This design comes from an exercise in tuning for small area, a short achievable clock period and few clock cycles per item on the open sky130 flow, not from production work.
Function was checked by simulation only, so behaviour that the tests miss may differ from the original.

== 06-24 ==
Design boothsalgo, start of the top module:
module boothsalgo(clock, reset, signal_in, mcand, mplier, product, done_signal, addOP, subOP);
    input clock, reset, signal_in;
    input signed [31:0] mcand;
    input signed [31:0] mplier;
    output reg signed [63:0] product;
    output reg done_signal;
    output reg [4:0] addOP;
    reg m31;              
    output reg [4:0] subOP;
    reg [31:0] X;         
    reg [31:0] L;         
    reg [31:0] H;         
    reg        busy;
    reg [3:0] sel;    
    reg [3:0] sel_n;  
    reg [1:0] idx;   
    wire mcand_fit1 = (~|mcand[31:7]) | (&mcand[31:7]);
    wire mcand_fit2 = (~|mcand[31:15]) | (&mcand[31:15]);
    wire mcand_fit3 = (~|mcand[31:23]) | (&mcand[31:23]);
    wire [1:0] n_mcand = mcand_fit1 ? 2'd0 : (mcand_fit2 ? 2'd1 : (mcand_fit3 ? 2'd2 : (3)));
    wire mplier_fit1 = (~|mplier[31:7]) | (&mplier[31:7]);
    wire mplier_fit2 = (~|mplier[31:15]) | (&mplier[31:15]);
  ...
For scale: ~2,100 cells after synthesis, ~150 flip-flops, about 16,000 µm² of cells after synthesis.
make LEC_CHECK=0 ABC_AREA=1 CAP_MARGIN=20 CORE_MARGIN=2 CORE_UTILIZATION=40 SETUP_SLACK_MARGIN=2.8 SLEW_MARGIN=20 finish   # period 6.5 ns
run.sh (not shown) runs the stock make flow with config.mk's settings and CLKGATE_MAP_FILE= SYNTH_SCRIPT=/design/flow/synth_recipe.tcl, a recipe that flattens the netlist after the stock synthesis.
06-24 was carried through to the last stage, and its layout satisfied the timing, DRC and antenna checks.
Testbench counts of 06-24, summed over its fixed seeds: cycles 8,914, mults 3,200.
## Diff of input files: 02-23 against 06-24
# 06-24
export LEC_CHECK = 0
export ABC_AREA = 1
export CAP_MARGIN = 20
export CORE_MARGIN = 2
export CORE_UTILIZATION = 40
export SETUP_SLACK_MARGIN = 2.8
export SLEW_MARGIN = 20
create_clock -name core_clock -period 6.5 [get_ports {clock}]
# 02-23
export LEC_CHECK = 0
export ABC_AREA = 1
export CAP_MARGIN = 20
export CORE_MARGIN = 2
export CORE_UTILIZATION = 40
export SETUP_SLACK_MARGIN = 2.4
export SLEW_MARGIN = 20
create_clock -name core_clock -period 6.5 [get_ports {clock}]
- Min depth of the worst register-to-register path across 02-23 and 06-24: 06-24
- Compared with 06-24, 02-23 shows a lower fraction of area in non-clock buffers.
- 02-23 has met3 capacity usage during global routing below what 06-24 had.
- Taking 06-24 as the reference, in 02-23 worst setup slack moved down, final cell count went down about 1.3%, worst hold slack after final layout closely matched the old numbers, via count of the first global-routing pass climbed 0.89%.
- Looking only at cell count along the critical path, and setting everything else aside, the lower value of 02-23 and 06-24 goes to 06-24.

---

Setup of green:
Starting RTL as in the previous note.
## boothsalgo
module boothsalgo(clock, reset, signal_in, mcand, mplier, product, done_signal, addOP, subOP);
    input clock, reset, signal_in;
    input signed [31:0] mcand;
    input signed [31:0] mplier;
    output reg signed [63:0] product;
    output reg done_signal;
    output reg [4:0] addOP;
    reg m31;              
    output reg [4:0] subOP;
    reg [31:0] X;         
    reg [31:0] L;         
    reg [31:0] H;         
    reg        busy;
    reg [3:0] sel;    
    reg [3:0] sel_n;  
    reg [1:0] idx;   
    wire mcand_fit1 = (~|mcand[31:7]) | (&mcand[31:7]);
    wire mcand_fit2 = (~|mcand[31:15]) | (&mcand[31:15]);
    wire mcand_fit3 = (~|mcand[31:23]) | (&mcand[31:23]);
    wire [1:0] n_mcand = mcand_fit1 ? 2'd0 : (mcand_fit2 ? 2'd1 : (mcand_fit3 ? 2'd2 : (3)));
    wire mplier_fit1 = (~|mplier[31:7]) | (&mplier[31:7]);
    wire mplier_fit2 = (~|mplier[31:15]) | (&mplier[31:15]);
    wire mplier_fit3 = (~|mplier[31:23]) | (&mplier[31:23]);
    wire [1:0] n_mplier = mplier_fit1 ? 2'd0 : (mplier_fit2 ? 2'd1 : (mplier_fit3 ? 2'd2 : (3)));
    wire swap = n_mcand < n_mplier;
    wire [8:0] ys = {swap ? mcand[7:0] : mplier[7:0], 1'b0};
    wire [8:0] yn = L[15:7];
    wire [33:0] xe = {{2{X[31]}}, X};
    wire [33:0] x2 = {X[31], X, 1'b0};
    reg one0, two0, neg0;
    reg one0_n, two0_n, neg0_n;    
    wire ones0 = ys[0] ^ ys[1];
    wire twos0 = (ys[2] & ~ys[1] & ~ys[0]) | (~ys[2] & ys[1] & ys[0]);
    wire onen0 = yn[0] ^ yn[1];
    wire twon0 = (yn[2] & ~yn[1] & ~yn[0]) | (~yn[2] & yn[1] & yn[0]);
  ...
clock: 6.5 ns
lec_check: 0
abc_area: 1
cap_margin: 20
core_margin: 2
core_utilization: 40
place_density: 0.75
setup_slack_margin: 2.0
slew_margin: 20
green: done, clean on timing, DRC and antenna
Testbench counts of green, summed over its fixed seeds: cycles 8,914, mults 3,200.
diff inputs: green => blue
- PLACE_DENSITY no longer set, was 0.75
Results
Per the final summary, blue finished and its layout is clean on timing, DRC and antenna.
Delta (blue minus green): setup slack +110 ps; largest net degree at the start of global routing +21; number of multi-input combinational cells ~0 delta.
On blue: met3 routing resource usage after global routing is 1.5 points lower than what green gave.
Going from green to blue, final standard cell area without fillers rose by 2.5%; multi-input logic portion of the cell area ~0 delta.

[separate check: timing with driven ports]
How much do the figures lean on ideal ports? The routed layouts below were timed once more, with nothing changed but the port constraints. Step 1 assumes that a clkbuf_16 drives the clock port and a buf_2 every other input. Step 2 moves the port delays by t, midway between the first and last clock arrival at a register: inputs arrive t later, outputs are due t later. That takes back most of the time a late clock gives input paths. Slacks: ideal / step 1 / step 2; pairs: ideal / step 1.
| run | t (ns) | setup slack, ns | worst hold slack (ns) | cell pins on the clock port's net |
|---|---|---|---|---|
| 06-24 | 0.516 | 2.219 / 2.219 / 2.219 | 0.518 / 0.518 / 0.518 | 1 |
| 02-23 | 0.500 | 2.080 / 2.080 / 2.058 | 0.518 / 0.518 / 0.518 | 1 |
| green | 0.499 | 2.004 / 1.958 / 1.778 | 0.545 / 0.545 / 0.545 | 1 |
| blue | 0.519 | 2.117 / 2.089 / 1.695 | 0.517 / 0.517 / 0.517 | 1 |
After both steps setup and hold are still met in every run listed. The setup slack of blue, which loses most, moves by -0.028 ns with the drivers and by -0.422 ns with both steps.
